Background: an optimization exercise with open tools, aiming at small area, a short achievable clock period and few clock cycles. Do not read the settings as production practice.
Only simulation tests tie the RTL to the original design; equivalence was not proved.
The flow treats the clock pin as an ideal source, which a real chip does not have.
Power figures rest on the tool's default switching activity, not on a simulated workload.

==> design/flow/design.v <==
module pool1_top (
    input  wire        clk,
    input  wire        rst,
    input  wire [31:0] in_data,
    input  wire        in_valid,
    output wire        in_read,
    output wire [31:0] out_data,
    output wire        out_write,
    input  wire        out_ready
);
    localparam W  = 29;
    localparam NR = 14;          
    localparam RW = 16 * W;      
    reg  [NR*RW-1:0]  lb;        
    reg  [8:0]        cnt;       
    reg               odd;       
    reg  [W-1:0]      res;       
    reg               res_v;
    reg  [3:0]        pause;     
    reg               att;       
    reg  [W-1:0]      iw;        
    reg               iv;
    reg               rd_any;    
    wire ph   = cnt[4];          
    wire free = ~odd & (cnt == 9'd0);
    wire dblk = odd & ph & res_v;
    wire run  = att & iv & (~dblk | out_ready);
    wire take = in_valid & (rd_any | (att & out_ready));
    wire rd_a, rd_b;
    pool1_nand2 u_rd_a (.a(in_valid), .b(rd_any),               .y(rd_a));
    pool1_nand3 u_rd_b (.a(in_valid), .b(att),    .c(out_ready), .y(rd_b));
    pool1_nand2 u_rd   (.a(rd_a),     .b(rd_b),             .y(in_read));
    wire wr_n;
    pool1_nand2 u_wr_n (.a(res_v), .b(out_ready), .y(wr_n));
    pool1_inv   u_wr   (.a(wr_n), .y(out_write));
    assign out_data  = {3'b000, res};
    wire [W-1:0] first = lb[RW-1 -: W];          
    wire [W-1:0] last  = lb[NR*RW-1 -: W];       
    wire [W-1:0] op    = odd ? last : ph ? first : {W{1'b0}};
    wire [W-1:0] m     = (op >= iw) ? op : iw;
    wire shift = run & ~(odd ^ ph);              
    wire [NR*W-1:0] ring_in;
    wire shift_n = ~shift;
    genvar g, i;
    generate
        for (g = 1; g < NR - 1; g = g + 1) begin : g_mid
            for (i = 0; i < W; i = i + 1) begin : g_bit
                pool1_sel u_sel (
                    .a(lb[(g-1)*RW + (RW-W) + i]), .b(lb[g*RW + (RW-W) + i]),
                    .sa(shift), .sb(shift_n), .y(ring_in[g*W + i])
                );
            end
        end
    endgenerate
    assign ring_in[W-1:0] = (run & ~odd) ? m : first;
    assign ring_in[NR*W-1 -: W] = shift ? lb[(NR-1)*RW-1 -: W] :
                                  (run & odd & ~ph) ? m : last;
    integer k;
    always @(posedge clk)
        for (k = 0; k < NR; k = k + 1)
            lb[k*RW +: RW] <= {lb[k*RW +: RW-W], ring_in[k*W +: W]};
    wire         new_r   = run & odd & ph;
    always @(posedge clk) begin
        if (new_r)
            res <= (m[W-1 -: 3] == 3'b111) ? {W{1'b0}} : m;
        if (take)
            iw <= in_data[31] ? {W{1'b0}} :
                  (in_data[30] | in_data[29]) ? {W{1'b1}} : in_data[W-1:0];
    end
    wire       wrap    = cnt == 9'd447;
    wire [8:0] cnt_n   = ~run ? cnt : wrap ? 9'd0 : cnt + 9'd1;
    wire       odd_n   = odd ^ (run & wrap);
    wire       res_v_n = new_r | (res_v & ~out_ready);
    wire       iv_n    = take | (iv & ~run);
    wire       stop    = att & ~run & ~free;
    wire [3:0] pause_n = stop ? 4'd15 : (pause != 4'd0) ? pause - 4'd1 : 4'd0;
    always @(posedge clk) begin
        if (rst) begin
            cnt   <= 9'd0;
            odd   <= 1'b0;
            res_v <= 1'b0;
            pause <= 4'd0;
            att   <= 1'b1;
            iv    <= 1'b0;
            rd_any <= 1'b1;
        end else begin
            cnt   <= cnt_n;
            odd   <= odd_n;
            res_v <= res_v_n;
            pause <= pause_n;
            att   <= pause_n == 4'd0;
            iv    <= iv_n;
            rd_any <= ~iv_n | ((pause_n == 4'd0) & ~(odd_n & cnt_n[4] & res_v_n));
        end
    end
endmodule
module pool1_nand2 (
    input  wire a,
    input  wire b,
    output wire y
);
    assign y = ~(a & b);
endmodule
module pool1_nand3 (
    input  wire a,
    input  wire b,
    input  wire c,
    output wire y
);
    assign y = ~(a & b & c);
endmodule
module pool1_inv (
    input  wire a,
    output wire y
);
    assign y = ~a;
endmodule
module pool1_sel (
    input  wire a,
    input  wire b,
    input  wire sa,
    input  wire sb,
    output wire y
);
    assign y = (a & sa) | (b & sb);
endmodule
==> design/flow/flow/run.sh <==
#!/bin/bash
# Own layout flow: the standard flow (the standard.sh, its synthesis
# unchanged), with these settings:
# - port buffers of the smallest plain buffer; timing repair resizes the
#   ones on critical paths,
# - larger clock-tree sink clusters, of clkbuf_16 only, and no dummy loads,
# - a setup repair margin of 6.4 ns, which reaches only the paths from the
#   handshake inputs to the handshake outputs,
# - after clock-tree synthesis, the two handshake output buffers set to
#   buf_6 and the latest input of each NAND on those paths on its fastest pin.
# Every tool's output is in the ORFS logs under orfs/logs; make's own output
# is in standard.log.
export BUFFER_PORTS_ARGS="-buffer_cell sky130_fd_sc_hd__buf_1"
export CTS_ARGS="-sink_clustering_enable -repair_clock_nets -sink_clustering_size 32 -sink_clustering_max_diameter 80 -buf_list sky130_fd_sc_hd__clkbuf_16 -dont_use_dummy_load"
export POST_CTS_TCL="$PWD/flow/post_cts.tcl"
bash standard.sh SETUP_SLACK_MARGIN=6.4 finish > standard.log 2>&1
==> design/flow/flow/post_cts.tcl <==
# After clock-tree synthesis, on the paths from the handshake inputs
# (in_valid, out_ready) to the handshake outputs (in_read, out_write), which
# set the period:
# - the two output buffers become buf_6;
# - on each NAND gate of those paths the latest input goes to the fastest pin
#   (A, then B, then C); the inputs of a NAND are interchangeable.
proc pc_driver {net} {
  foreach pin [get_pins -of_objects $net] {
    if {[get_property $pin direction] eq "output"} { return [get_cells -of_objects $pin] }
  }
  return ""
}
proc pc_arrival {pin} {
  set a 0
  foreach p {arrival_max_rise arrival_max_fall} {
    set v [get_property $pin $p]
    if {$v ne "" && $v ne "INF" && $v > $a} { set a $v }
  }
  return $a
}
set gates {}
foreach port {in_read out_write} {
  set ob [pc_driver [get_nets $port]]
  replace_cell $ob sky130_fd_sc_hd__buf_6
  set frontier [list $ob]
  for {set lvl 0} {$lvl < 3} {incr lvl} {
    set next {}
    foreach c $frontier {
      foreach ip [get_pins -of_objects $c -filter "direction==input"] {
        set d [pc_driver [get_nets -of_objects $ip]]
        if {$d ne ""} { lappend gates [get_full_name $d]; lappend next $d }
      }
    }
    set frontier $next
  }
}
set block [ord::get_db_block]
foreach g [lsort -unique $gates] {
  set inst [$block findInst $g]
  set mname [[$inst getMaster] getName]
  if {![regexp {__nand[23]_} $mname]} continue
  set pins {}
  foreach it [$inst getITerms] {
    if {[$it isInputSignal]} { lappend pins [[$it getMTerm] getName] }
  }
  set pins [lsort $pins]
  set byarr {}
  foreach p $pins {
    set net [[$inst findITerm $p] getNet]
    lappend byarr [list [pc_arrival [get_pins $g/$p]] $net]
  }
  set byarr [lsort -real -decreasing -index 0 $byarr]
  foreach p $pins { [$inst findITerm $p] disconnect }
  set i 0
  foreach p $pins {
    [$inst findITerm $p] connect [lindex [lindex $byarr $i] 1]
    incr i
  }
  set names {}
  foreach e $byarr { lappend names "[[lindex $e 1] getName]@[lindex $e 0]" }
  puts "post_cts: $g ($mname) pins [join $pins ,] <- [join $names { }]"
}
detailed_placement
==> design/flow/standard.sh <==
#!/bin/bash
# synth_recipe.tcl (not shown) runs the flow's synth.tcl, then flattens the netlist and writes it again
# the make line also repeats each setting of config.mk as NAME=value (left out here)
make -C /OpenROAD-flow-scripts/flow DESIGN_CONFIG=/design/flow/config.mk WORK_HOME=/design/flow/orfs CLKGATE_MAP_FILE= SYNTH_SCRIPT=/design/flow/synth_recipe.tcl "${@:-finish}"
==> design/flow/config.mk <==
export PLATFORM = sky130hd
export DESIGN_NAME = pool1_top
export DESIGN_NICKNAME = pool1_top
export VERILOG_FILES = /design/flow/design.v
export SDC_FILE = /design/flow/constraint.sdc
export NUM_CORES = 8
export LEC_CHECK = 0
export CAP_MARGIN = 20
export CORE_MARGIN = 2
export CORE_UTILIZATION = 40
export SETUP_SLACK_MARGIN = 5
export SLEW_MARGIN = 20
export SYNTH_HIERARCHICAL = 1
==> design/flow/constraint.sdc <==
create_clock -name core_clock -period 11.0 [get_ports {clk}]
set_input_delay 2.2000 -clock core_clock [delete_from_list [all_inputs] [get_ports {clk}]]
set_output_delay 2.2000 -clock core_clock [all_outputs]
set_load 0.01 [all_outputs]
==> impl_metrics.yaml, run 1 <==
setup_path:
  critPathCaptureType: "primary output"
  crit_type: "input port to primary output"
  ff2ff_setup_slack_ns: 6.47
  crit_chain: "buf_1 -> buf_6 -> nand3_2 -> nand2_2 -> buf_6"
  cpMostUsedCell: "buf_6"
  startpoint: "out_ready"
  slowest_delay_ns: 0.10
  critPathRequiredTime_ns: 8.80
  cp_max_fo: 3
  regToRegStartpoint: "odd$_SDFF_PP0_"
  critical-path-slowest-cell: "buf_6"
  arrival_ns: 2.62
  setup.worst_path.start_class: "input port"
drt:
  drt-total-wl_mm: 175
  ant_nets: 0
  drt_iter0_markers: 2502
  wl_per_cell_microns: 14.1
  vias: 48700
  route.detailed.drc: 0
  avgViaCountPerCell: 3.93
  first_pass_iters: 5
placed_design:
  routabilityCongestion: 0.787
  dp_cells: 12200
  post-place-ws_ns: 5.77
  io_buffers: 66
  dp_hpwl_mm: 95.8
cts:
  clk_latency_ns: 0.95
  cts_tree: "built"
  clkTransAtPathRegs_ns: 0.11
  cts.sinks: 6572
global_route:
  antenna_found_initial: 1
  grt_pass1_vias: 49100
  grt_max_degree: 163
  grt_first_pass_wirelength_mm: 277
  grt-ovfl-total: 0
  grt_usage_pct: 9.83
logic_synthesis:
  post_synth.cell_area_avg_sq_um: 18.4
  synth_seq_area_share_pct: 95.1
  ys_ff_latch: 6572
  synth_edf_count: 58
  synth_ff_type: "dfxtp_1"
  async_flop_share_pct: 0
  syn_inst: 7552
  yosysWarnings: 7
  synthDistinctLibCells: 44
  syn_area_sq_um: 139000
timing:
  worst_clock_skew_ns: 0.113
  slew_headroom_pct: 29.0
  fmax_ghz: 0.207
  finalSetupViolCount: 0
  fin_crit_ns: 4.82
  maxSlewViolCount: 0
  tightestPinTransition_ns: 1.06
  rsz0062_at_grt: "true"
  finalHoldViolCount: 0
  period_share_pct: 43.9
  setup_ws_ns: 6.18
  finalSetupTns_ns: 0
status:
  status: "timing/DRC/antenna clean"
layout:
  fin_cells: 12400
  nets: 7883
  area_delta_synth_final_pct: 8.51
  drive_gt1_share_pct: 3.69
die:
  die_width_microns: 593
  ios: 70
  core-area_sq_um: 346000
  die_y_microns: 593
  die_area_sq_um: 352000
  num_rows: 216
  start_util_pct: 40.2
power:
  p_sw_share_pct: 19.5
  static-leakage-power_nw: 59.1
  power.share.sequential_pct: 70.1
  p_switching_mw: 6.87
  share_comb_of_total_power_pct: 1.2
  power_density_nw_per_um2: 234
  intPower_mw: 28.4
  vdd_drop_max_mv: 0.151
  clock_power_share_pct: 28.6
job:
  maxCapViolCount: 0
min_path:
  hold_path_class: "flop to flop"
  min-delay-start: "lb[6155]$_DFF_P_"
==> Yosys stat by module (local to each module, per instance) <==
module       cell area (sq um)  cells
pool1_sel                 8.76      1
pool1_top               136000   7199
pool1_nand3               5.00      1
pool1_inv                 3.75      1
pool1_nand2               3.75      1
==> flip-flops by register name (all words and copies together) (netlist names) <==
signal / flops
lb: 6496
iw: 29
res: 29
cnt: 9
pause: 4
att: 1
iv: 1
odd: 1
rd_any: 1
res_v: 1
==> logic make-up (layout without fill, tap and decap cells) <==
group / count (synthesis) / after routing / share of synthesized area (%)
multiplexers: 29 / 29 / 0.209
buffers and inverters: 95 / 353 / 0.303
AND/OR/NAND/NOR: 227 / 228 / 0.694
AO/OA/AOI/OAI: 588 / 588 / 3.35
other: 1 / 5 / 0.00270
flip-flops: 6572 / 6572 / 95.1
adder cells (fa/ha/maj): 32 / 32 / 0.288
XOR/XNOR: 8 / 8 / 0.0504
==> layout by cell type, fill, tap and decap left out, types with 3 or more instances in the layout <==
cell type	netlist	routed
nor3_1	4	4
edfxtp_1	58	58
a22oi_1	29	29
o31ai_1	59	59
inv_1	35	33
buf_6	3	3
nand2_1	107	105
nand3_1	13	10
clkbuf_16	0	232
mux2i_1	29	29
a22o_1	377	377
nor2_1	74	71
xnor2_1	4	4
buf_12	0	3
ha_1	32	32
nor2b_4	0	3
a21oi_2	10	10
buf_4	6	15
nand4_1	7	7
xor2_1	4	4
nand3_2	0	3
dfxtp_1	6514	6513
o21ai_0	6	6
a21oi_1	39	39
conb_1	1	3
o21ai_1	59	59
buf_1	4	62
==> power groups by stage <==
stage | Sequential [mW] | Combinational [mW] | Clock (mW)
finish | 24.7 | 0.430 | 10.1
global route | 24.8 | 0.466 | 11.3
detailed placement | 25.3 | 0.436 | 0
global placement | 25.2 | 0.422 | 0
floorplan | 25.1 | 0.242 | 0
==> Yosys cell counts (13+ instances only) <==
library cell  instances  area share (%)
ha_1                 32            0.29
edfxtp_1             58             1.3
dfxtp_1            6514              94
nor2_1               74            0.20
nand3_1              13           0.047
o31ai_1              59            0.32
clkbuf_1             32           0.086
buf_2                15           0.054
a22o_1              377             2.4
inv_1                35           0.095
mux2i_1              29            0.21
nand2_1             107            0.29
a21oi_1              39            0.14
o21ai_1              59            0.21
a22oi_1              29            0.16
==> through the flow <==
stage	power (mW)	hold WS [ns]	utilization [%]	instance area [sq um]
after global placement	25.7	0.310	41.9	145000
after global routing	36.5	0.226	43.6	151000
final	35.2	0.229	43.6	151000
after detailed placement	25.7	0.312	41.9	145000
after floorplan	25.4	0.310	-	139000
==> area by class of cell <==
cell class / count / area (sq um)
Fill cell: 29600 / 195000
Sequential cell: 6572 / 132000
Multi-Input combinational cell: 888 / 6470
Clock buffer: 232 / 5810
Tap cell: 4578 / 5730
Timing Repair Buffer: 86 / 477
Inverter: 35 / 135
Antenna cell: 2 / 5.00
==> path summary, 6_finish.rpt <==
kind / to / cells past startpoint
hold reg to reg: lb[6184]$_DFF_P_ / 0
hold / removal: lb[6184]$_DFF_P_ / 0
setup reg to reg: res[26]$_SDFFCE_PN0P_ / 12
setup / recovery: in_read / 5
==> per-layer routing <==
metal  share of wire [%]  vias to the layer above  track usage, %
li1                    -                    24500               -
met1                  50                    23400            13.8
met2                  43                      525            15.2
met3                 3.2                      351            1.66
met4                 4.0                        0            4.00
met5                   0                        -               0
==> worst max-delay path, delay by kind of cell <==
| family | cells | cell delay [ns] |
|---|---|---|
| AND/OR/NAND/NOR | 2 | 0.13 |
| buffers and inverters | 3 | 0.29 |
Testbench counts, summed over its fixed seeds: cycles 301,072.
==> run 2: changes to the inputs <==
--- a/design/flow/flow/run.sh
+++ b/design/flow/flow/run.sh
@@ -6,11 +6,15 @@
 # - larger clock-tree sink clusters, of clkbuf_16 only, and no dummy loads,
 # - a setup repair margin of 6.4 ns, which reaches only the paths from the
 #   handshake inputs to the handshake outputs,
+# - after global placement, the buffers of in_valid and out_ready drive only
+#   the gates that make in_read and out_write; their other loads get a second
+#   buffer on the same input,
 # - after clock-tree synthesis, the two handshake output buffers set to
 #   buf_6 and the latest input of each NAND on those paths on its fastest pin.
 # Every tool's output is in the ORFS logs under orfs/logs; make's own output
 # is in standard.log.
 export BUFFER_PORTS_ARGS="-buffer_cell sky130_fd_sc_hd__buf_1"
 export CTS_ARGS="-sink_clustering_enable -repair_clock_nets -sink_clustering_size 32 -sink_clustering_max_diameter 80 -buf_list sky130_fd_sc_hd__clkbuf_16 -dont_use_dummy_load"
+export POST_GLOBAL_PLACE_TCL="$PWD/flow/post_gp.tcl"
 export POST_CTS_TCL="$PWD/flow/post_cts.tcl"
 bash standard.sh SETUP_SLACK_MARGIN=6.4 finish > standard.log 2>&1
==> design/flow/flow/post_gp.tcl (new file) <==
# After global placement: keep the buffers of the handshake inputs (in_valid,
# out_ready) for the gates that make in_read and out_write, which set the
# period. Those gates are fed straight from the input buffer; every other
# load of the input moves to a second buffer on the same input port.
proc gp_driver {net} {
  foreach pin [get_pins -of_objects $net] {
    if {[get_property $pin direction] eq "output"} { return [get_cells -of_objects $pin] }
  }
  return ""
}
# the gates within three levels before the two output ports' buffers
set fast {}
foreach port {in_read out_write} {
  set frontier [list [gp_driver [get_nets $port]]]
  for {set lvl 0} {$lvl < 3} {incr lvl} {
    set next {}
    foreach c $frontier {
      foreach ip [get_pins -of_objects $c -filter "direction==input"] {
        set d [gp_driver [get_nets -of_objects $ip]]
        if {$d eq ""} continue
        set ref [get_property $d ref_name]
        if {[regexp {__(nand[23]|inv)_} $ref]} { lappend fast [get_full_name $d]; lappend next $d }
      }
    }
    set frontier $next
  }
}
set fast [lsort -unique $fast]
puts "post_gp: handshake gates $fast"
set block [ord::get_db_block]
set bmaster [[ord::get_db] findMaster sky130_fd_sc_hd__buf_4]
foreach port {in_valid out_ready} {
  set pnet [$block findNet $port]
  set ibuf ""
  foreach it [$pnet getITerms] { set ibuf [$it getInst] }
  if {$ibuf eq ""} continue
  set onet [[$ibuf findITerm X] getNet]
  # nets reached from the input buffer through buffers only
  set nets [list $onet]
  set all {}
  while {[llength $nets]} {
    set n [lindex $nets 0]; set nets [lrange $nets 1 end]
    foreach l [$n getITerms] {
      if {[$l isOutputSignal]} continue
      set li [$l getInst]
      if {[regexp {__(buf|clkbuf)_} [[$li getMaster] getName]]} {
        set xo [[$li findITerm X] getNet]
        if {$xo ne "NULL"} { lappend nets $xo }
      } else {
        lappend all $l
      }
    }
  }
  # every non-buffer load: fast gates on the input buffer, the rest behind a new buffer
  set nn [odb::dbNet_create $block "${port}_int"]
  set nb [odb::dbInst_create $block $bmaster "${port}_int_buf"]
  set loc [$ibuf getLocation]
  $nb setLocation [lindex $loc 0] [lindex $loc 1]
  $nb setPlacementStatus PLACED
  [$nb findITerm A] connect $pnet
  [$nb findITerm X] connect $nn
  set nf 0; set no 0
  foreach l $all {
    $l disconnect
    if {[lsearch $fast [[$l getInst] getName]] >= 0} { $l connect $onet; incr nf } else { $l connect $nn; incr no }
  }
  puts "post_gp: $port: $nf handshake loads on [$ibuf getName], $no other loads on ${port}_int_buf"
}
# buffers left without loads
foreach inst [$block getInsts] {
  if {![regexp {__(buf|clkbuf)_} [[$inst getMaster] getName]]} continue
  set xo [[$inst findITerm X] getNet]
  if {$xo eq "NULL"} continue
  set loads 0
  foreach l [$xo getITerms] { if {![$l isOutputSignal]} { incr loads } }
  if {$loads == 0 && [llength [$xo getBTerms]] == 0} {
    puts "post_gp: removing unloaded [$inst getName]"
    odb::dbInst_destroy $inst
    odb::dbNet_destroy $xo
  }
}
==> run 2 against run 1 <==
  * First-iteration DRC count up 6.5%
  * Via count fell by 0.21%
  * Fmax increased by 1.8%
  * Largest cell class unchanged
  * Synthesized cell count stayed put
  * Highest routed layer unchanged
==> impl_metrics.yaml, run 2 <==
layout:
  drive_gt1_share_pct: 3.70
  ff_latch_area_sq_um: 132000
  largest_register_ffs: 6496
  top_register: "lb"
  final_cell_mix: "dfxtp_1 (6513), a22o_1 (377), clkbuf_16 (231)"
  area_delta_synth_final_pct: 8.51
  multi_input_area_sq_um: 6480
  fillers: 29500
  top_regs: "lb: 6496 flops, iw: 29 flops, res: 29 flops"
  layout_commonest_cell: "dfxtp_1"
  nets: 7882
global_route:
  grt-ovfl-total: 0
  grt_pass1_vias: 49500
  antenna_found_initial: 2
  grt_usage_pct: 9.81
  grt_first_pass_wirelength_mm: 277
  grt_max_degree: 163
die:
  die_area_sq_um: 352000
  num_rows: 216
  core-area_sq_um: 346000
  die_width_microns: 593
  die_y_microns: 593
  start_util_pct: 40.2
  ios: 70
logic_synthesis:
  syn_area_sq_um: 139000
  syn_inst: 7552
  synth_top_cell_area_share_pct: 93.9
  synth_top_cell_by_area: "dfxtp_1"
  ys_top_cells_by_count: "dfxtp_1 (6514), a22o_1 (377), nand2_1 (107)"
  ys_ff_latch: 6572
  synth_edf_count: 58
  synth_area_leaders: "dfxtp_1 (94%), a22o_1 (2.4%), edfxtp_1 (1.3%)"
  post_synth.cell_area_avg_sq_um: 18.4
  async_flop_share_pct: 0
  synth_most_common_cell: "dfxtp_1"
  yosysWarnings: 7
  synthDistinctLibCells: 44
  synth_ff_type: "dfxtp_1"
  synth_seq_area_share_pct: 95.1
job:
  maxCapViolCount: 0
drt:
  avgViaCountPerCell: 3.92
  drt-total-wl_mm: 175
  wl_met3_mm: 5.80
  top_layer_used: "met4"
  route.detailed.drc: 0
  drt_iter0_markers: 2664
  first_pass_iters: 7
  wl_met1_mm: 87.5
  vias: 48600
  wl_per_cell_microns: 14.1
  ant_nets: 0
  wl_met2_mm: 74.7
placed_design:
  dp_hpwl_mm: 95.5
  post-place-ws_ns: 5.85
  io_buffers: 66
setup_path:
  cpMostUsedCell: "buf_6"
  startpoint: "in_valid"
  critical-path-slowest-cell: "buf_6"
  arrival_ns: 2.54
  crit_type: "input port to primary output"
  regToRegStartpoint: "cnt[4]$_SDFF_PP0_"
  critPathCaptureType: "primary output"
  critPathRequiredTime_ns: 8.80
  crit_chain: "buf_6 -> nand3_2 -> nand2_2 -> buf_6"
  cp_max_fo: 2
  setup.worst_path.start_class: "input port"
  slowest_delay_ns: 0.12
status:
  status: "timing/DRC/antenna clean"
timing:
  slew_headroom_pct: 27.6
  fin_hold_ws_ns: 0.214
  setup_ws_ns: 6.26
  maxSlewViolCount: 0
  finalHoldViolCount: 0
  fmax_ghz: 0.211
  fin_crit_ns: 4.74
  period_share_pct: 43.1
  rsz0062_at_grt: "true"
  worst_clock_skew_ns: 0.107
  finalSetupViolCount: 0
  tightestPinTransition_ns: 1.09
  finalSetupTns_ns: 0
power:
  fin_total_pwr_mw: 35.2
  static-leakage-power_nw: 59.1
  vdd_drop_max_mv: 0.136
  power_density_nw_per_um2: 233
cts:
  cts.sinks: 6572
  clkTransAtPathRegs_ns: 0.10
  cts_tree: "built"
  clk_latency_ns: 0.91
min_path:
  hold_path_class: "flop to flop"
  min-delay-start: "lb[3314]$_DFF_P_"
run 2: cell counts after synthesis:
No cell type changed its count.
run 2: path summary, 6_finish.rpt:
path / to / slack (ns) / cells after the start
worst max-delay path: in_read / 6.26 / 4
worst min-delay path: lb[3343]$_DFF_P_ / 0.21 / 0
worst max register to register: res[26]$_SDFFCE_PN0P_ / 6.68 / 11
worst min register to register: lb[3343]$_DFF_P_ / 0.21 / 0
run 2: modules after synthesis (local to each module, per instance):
module | flip-flops and latches | area [sq um]
pool1_nand2 | 0 | 3.75
pool1_nand3 | 0 | 5.00
pool1_top | 6572 | 136000
pool1_inv | 0 | 3.75
pool1_sel | 0 | 8.76
run 2: cell type report, clock buffers not listed:
type | instances | share of cell area (%)
Multi-Input combinational cell | 888 | 4.30
Tap cell | 4578 | 3.80
Timing Repair Buffer | 84 | 0.318
Buffer | 2 | 0.00996
Sequential cell | 6572 | 87.6
Antenna cell | 2 | 0.00332
Inverter | 35 | 0.0896
run 2: power breakdown:
group	internal [mW]	switching [mW]
Clock	3.79	6.26
Sequential	24.5	0.236
Combinational	0.0908	0.341
run 2: stage by stage:
step	util [%]	cells	instance area, sq um
floorplan	-	7554	139000
global route	43.6	12400	151000
global placement	41.9	12200	145000
finish	43.6	12400	151000
detailed placement	41.9	12200	145000
run 2: kinds of logic after synthesis:
group	after synthesis	share of synthesized area [%]
DFF	6572	95.1
and+or+nand+nor	227	0.694
xor gates and xnor gates	8	0.0504
other	1	0.00270
muxes	29	0.209
adders and majority gates	32	0.288
AOI/OAI and AO/OA	588	3.35
buffers and inverters	95	0.303
run 2: critical path: cells and delay by family:
kind,cells,cell delay [ns]
buffers and inverters,2,0.22
AND/OR/NAND/NOR,2,0.12
run 2: metal layers:
metal	global-route usage, %	up-vias
li1	-	24500
met1	13.7	23300
met5	0	-
met2	15.2	538
met3	1.65	326
met4	3.85	0
==> run 3: changes to the inputs <==
--- a/design/flow/design.v
+++ b/design/flow/design.v
@@ -15,29 +15,34 @@
     reg  [8:0]        cnt;       
     reg               odd;       
     reg  [W-1:0]      res;       
-    reg               res_v;
+    reg               res_v;     
+    reg               hr;        
     reg  [3:0]        pause;     
     reg               att;       
-    reg  [W-1:0]      iw;        
-    reg               iv;
     reg               rd_any;    
+    reg               rd_rdy;    
     wire ph   = cnt[4];          
     wire free = ~odd & (cnt == 9'd0);
     wire dblk = odd & ph & res_v;
-    wire run  = att & iv & (~dblk | out_ready);
-    wire take = in_valid & (rd_any | (att & out_ready));
+    wire run  = att & (hr | in_valid) & (~dblk | out_ready);
+    wire take = in_valid & (rd_any | (rd_rdy & out_ready));
+    wire hold = take & ~att;
     wire rd_a, rd_b;
     pool1_nand2 u_rd_a (.a(in_valid), .b(rd_any),               .y(rd_a));
-    pool1_nand3 u_rd_b (.a(in_valid), .b(att),    .c(out_ready), .y(rd_b));
+    pool1_nand3 u_rd_b (.a(in_valid), .b(rd_rdy), .c(out_ready), .y(rd_b));
     pool1_nand2 u_rd   (.a(rd_a),     .b(rd_b),             .y(in_read));
     wire wr_n;
     pool1_nand2 u_wr_n (.a(res_v), .b(out_ready), .y(wr_n));
     pool1_inv   u_wr   (.a(wr_n), .y(out_write));
     assign out_data  = {3'b000, res};
+    wire [W-1:0] xr   = hr ? res : in_data[W-1:0];
+    wire         xneg = ~hr & in_data[31];
+    wire         xsat = ~hr & ~in_data[31] & (in_data[30] | in_data[29]);
     wire [W-1:0] first = lb[RW-1 -: W];          
     wire [W-1:0] last  = lb[NR*RW-1 -: W];       
     wire [W-1:0] op    = odd ? last : ph ? first : {W{1'b0}};
-    wire [W-1:0] m     = (op >= iw) ? op : iw;
+    wire         ge    = op >= xr;
+    wire [W-1:0] m     = xsat ? {W{1'b1}} : (xneg | ge) ? op : xr;
     wire shift = run & ~(odd ^ ph);              
     wire [NR*W-1:0] ring_in;
     wire shift_n = ~shift;
@@ -60,18 +65,17 @@
         for (k = 0; k < NR; k = k + 1)
             lb[k*RW +: RW] <= {lb[k*RW +: RW-W], ring_in[k*W +: W]};
     wire         new_r   = run & odd & ph;
-    always @(posedge clk) begin
+    always @(posedge clk)
         if (new_r)
             res <= (m[W-1 -: 3] == 3'b111) ? {W{1'b0}} : m;
-        if (take)
-            iw <= in_data[31] ? {W{1'b0}} :
-                  (in_data[30] | in_data[29]) ? {W{1'b1}} : in_data[W-1:0];
-    end
+        else if (hold)
+            res <= in_data[31] ? {W{1'b0}} :
+                   (in_data[30] | in_data[29]) ? {W{1'b1}} : in_data[W-1:0];
     wire       wrap    = cnt == 9'd447;
     wire [8:0] cnt_n   = ~run ? cnt : wrap ? 9'd0 : cnt + 9'd1;
     wire       odd_n   = odd ^ (run & wrap);
     wire       res_v_n = new_r | (res_v & ~out_ready);
-    wire       iv_n    = take | (iv & ~run);
+    wire       hr_n    = hold | (hr & ~run);
     wire       stop    = att & ~run & ~free;
     wire [3:0] pause_n = stop ? 4'd15 : (pause != 4'd0) ? pause - 4'd1 : 4'd0;
     always @(posedge clk) begin
@@ -81,16 +85,19 @@
             res_v <= 1'b0;
             pause <= 4'd0;
             att   <= 1'b1;
-            iv    <= 1'b0;
+            hr    <= 1'b0;
             rd_any <= 1'b1;
+            rd_rdy <= 1'b1;
         end else begin
             cnt   <= cnt_n;
             odd   <= odd_n;
             res_v <= res_v_n;
             pause <= pause_n;
             att   <= pause_n == 4'd0;
-            iv    <= iv_n;
-            rd_any <= ~iv_n | ((pause_n == 4'd0) & ~(odd_n & cnt_n[4] & res_v_n));
+            hr    <= hr_n;
+            rd_any <= ~hr_n & ((pause_n == 4'd0) ? ~(odd_n & cnt_n[4] & res_v_n)
+                                                 : ~res_v_n);
+            rd_rdy <= ~hr_n;
         end
     end
 endmodule
==> run 3 against run 2 <==
  * Register-to-register slack got worse by 0.05 ns
  * Critical path depth is the same
  * First-iteration DRC count rose by 4.8%
  * Hold slack better by 0.019 ns
  * Sequential share of layout area shrank 0.48 points
  * Fmax about the same
  * Final cell count rose by 0.22%
  * Power rose by 6.8%
  * Synthesized cell count grew 0.41%
  * Sequential power grew 8.1%
==> impl_metrics.yaml, run 3 <==
status:
  status: "timing/DRC/antenna clean"
logic_synthesis:
  post_synth.cell_area_avg_sq_um: 18.3
  synth_seq_area_share_pct: 94.6
  syn_inst: 7583
  yosysWarnings: 7
  ys_ff_latch: 6544
  synth_edf_count: 29
  synth_ff_type: "dfxtp_1"
  synthDistinctLibCells: 57
  synth_area_leaders: "dfxtp_1 (94%), a22o_1 (2.2%), edfxtp_1 (0.63%)"
  ys_top_cells_by_count: "dfxtp_1 (6515), a22o_1 (348), nand2_1 (102)"
  async_flop_share_pct: 0
  synth_top_cell_area_share_pct: 94.0
  synth_top_cell_by_area: "dfxtp_1"
  syn_area_sq_um: 139000
  synth_most_common_cell: "dfxtp_1"
min_path:
  worstHoldPathCells: 0
  hold_path_class: "flop to flop"
global_route:
  grt_max_degree: 165
  grtUsageMet3_pct: 1.66
  met2_usage_pct: 15.0
  grt_usage_pct: 9.92
  grt_first_pass_wirelength_mm: 282
  grt_pass1_vias: 50400
  grt-ovfl-total: 0
  antenna_found_initial: 13
  grt.busiest_layer: "met2"
  grt_use_met1_pct: 14.1
drt:
  first_pass_iters: 8
  avgViaCountPerCell: 3.99
  drt_iter0_markers: 2793
  vias: 49600
  wl_per_cell_microns: 14.2
  drt-total-wl_mm: 176
  ant_nets: 0
  route.detailed.drc: 0
die:
  die_area_sq_um: 352000
  die_y_microns: 593
  ios: 70
  num_rows: 216
  core-area_sq_um: 346000
  start_util_pct: 40.1
  die_width_microns: 593
layout:
  multi_input_area_sq_um: 7070
  drive_gt1_share_pct: 4.41
  area_delta_synth_final_pct: 8.56
  top_regs: "lb: 6496 flops, res: 29 flops, cnt: 9 flops"
  fin_cells: 12400
  fillers: 29400
  final_cell_mix: "dfxtp_1 (6513), a22o_1 (348), clkbuf_16 (232)"
  top_register: "lb"
  largest_register_ffs: 6496
  ff_latch_area_sq_um: 131000
  nets: 7907
  layout_commonest_cell: "dfxtp_1"
setup_path:
  critPathRequiredTime_ns: 8.80
  arrival_ns: 2.54
  setup.worst_path.start_class: "input port"
  r2r_cells: 13
  critPathCaptureType: "primary output"
  cp_max_fo: 2
  crit_type: "input port to primary output"
timing:
  fin_crit_ns: 4.74
  finalSetupTns_ns: 0
  period_share_pct: 43.1
  tightestPinTransition_ns: 1.16
  finalHoldViolCount: 0
  maxSlewViolCount: 0
  rsz0062_at_grt: "true"
  fin_hold_ws_ns: 0.233
  worst_clock_skew_ns: 0.108
  finalSetupViolCount: 0
  slew_headroom_pct: 22.5
  fmax_ghz: 0.211
job:
  maxCapViolCount: 0
placed_design:
  dp_hpwl_mm: 95.4
  io_buffers: 66
  dp_cells: 12200
power:
  power_density_nw_per_um2: 250
  vdd_drop_max_mv: 0.157
  static-leakage-power_nw: 59.0
cts:
  cts.sinks: 6544
  clkTransAtPathRegs_ns: 0.10
  cts_tree: "built"
  clk_latency_ns: 0.93
==> run 3: layout make-up, clock buffers not listed <==
type                            instances  area share (%)
Inverter                               39          0.0997
Tap cell                             4578            3.80
Timing Repair Buffer                   94           0.356
Antenna cell                            4         0.00665
Multi-Input combinational cell        925            4.69
Sequential cell                      6544            87.2
Timing Repair inverter                  1         0.00332
Buffer                                  2         0.00997
==> run 3: critical path: stages <==
cell	delay, ns
buf_6	0.10
nand3_2	0.07
nand2_2	0.06
buf_6	0.11
==> run 3: cell families after synthesis <==
kind of cell               after synthesis  share of synthesized area [%]
adders and majority gates               32                          0.289
xor gates and xnor gates                 8                         0.0505
muxes                                   28                          0.202
AOI/OAI and AO/OA                      570                           3.34
other                                    1                        0.00270
buffers and inverters                  117                          0.372
DFF                                   6544                           94.6
and+or+nand+nor                        283                           1.11
==> run 3: through the flow <==
stage                     area (sq um)  utilization, %  power [mW]  setup WS (ns)
after floorplan                 139000               -        27.4           3.30
after global placement          145000            41.8        28.0           4.53
after detailed placement        145000            41.8        28.1           4.44
after global routing            151000            43.6        39.1           6.26
final                           151000            43.6        37.6           6.26
==> run 3: per-module statistics from Yosys, one instance, submodules excluded <==
module | cell area, sq um | copies in the design | cells
pool1_top | 136000 | 1 | 7230
pool1_sel | 8.76 | 348 | 1
pool1_nand3 | 5.00 | 1 | 1
pool1_inv | 3.75 | 1 | 1
pool1_nand2 | 3.75 | 3 | 1
==> run 3: final timing paths <==
kind | start | to | slack, ns
worst max-delay path | out_ready | in_read | 6.26
worst min-delay path | lb[3523]$_DFF_P_ | lb[3552]$_DFF_P_ | 0.23
worst max register to register | cnt[4]$_SDFF_PP0_ | res[2]$_DFFE_PP_ | 6.63
worst min register to register | lb[3523]$_DFF_P_ | lb[3552]$_DFF_P_ | 0.23
==> run 3: power breakdown <==
part / internal [mW] / switching, mW / total (mW)
Clock: 3.80 / 6.25 / 10.1
Combinational: 0.244 / 0.620 / 0.864
Sequential: 26.0 / 0.685 / 26.7
Total: 30.0 / 7.56 / 37.6
==> run 3: per-layer routing <==
metal | up-vias | routed length [microns] | part of all wire [%]
li1 | 24700 | - | -
met1 | 23800 | 88800 | 50
met3 | 375 | 6130 | 3.5
met2 | 718 | 74000 | 42
met4 | 0 | 7510 | 4.3
met5 | - | 0 | 0
Testbench counts of run 3, summed over its fixed seeds: cycles 301,064.

[afterwards: timing with drivers on the ports]
No port has a modelled driver above. Below, the same layouts with a new extraction and two added sets of constraints.
Step 1: set_driving_cell puts a clkbuf_16 on clk and a buf_2 on each other input, an assumption about the parent block.
Step 2, shift: input delay + t, output delay - t, t = (earliest + latest rising clock arrival at the registers) / 2. This alone moves slack from input paths to output paths.
Slacks: ideal ports / drivers / drivers and shift; pairs: ideal ports / drivers.
run | t (ns) | slack for setup (ns) | worst data-port slew with drivers (ns)
run 1 | 0.978 | 6.175 / 6.144 / 5.615 | 0.07
run 2 | 0.964 | 6.261 / 6.204 / 5.793 | 0.07
run 3 | 0.979 | 6.264 / 6.213 / 5.512 | 0.29
After both steps setup and hold are still met in every run listed. The setup slack of run 3, which loses most, moves by -0.051 ns with the drivers and by -0.752 ns with both steps.
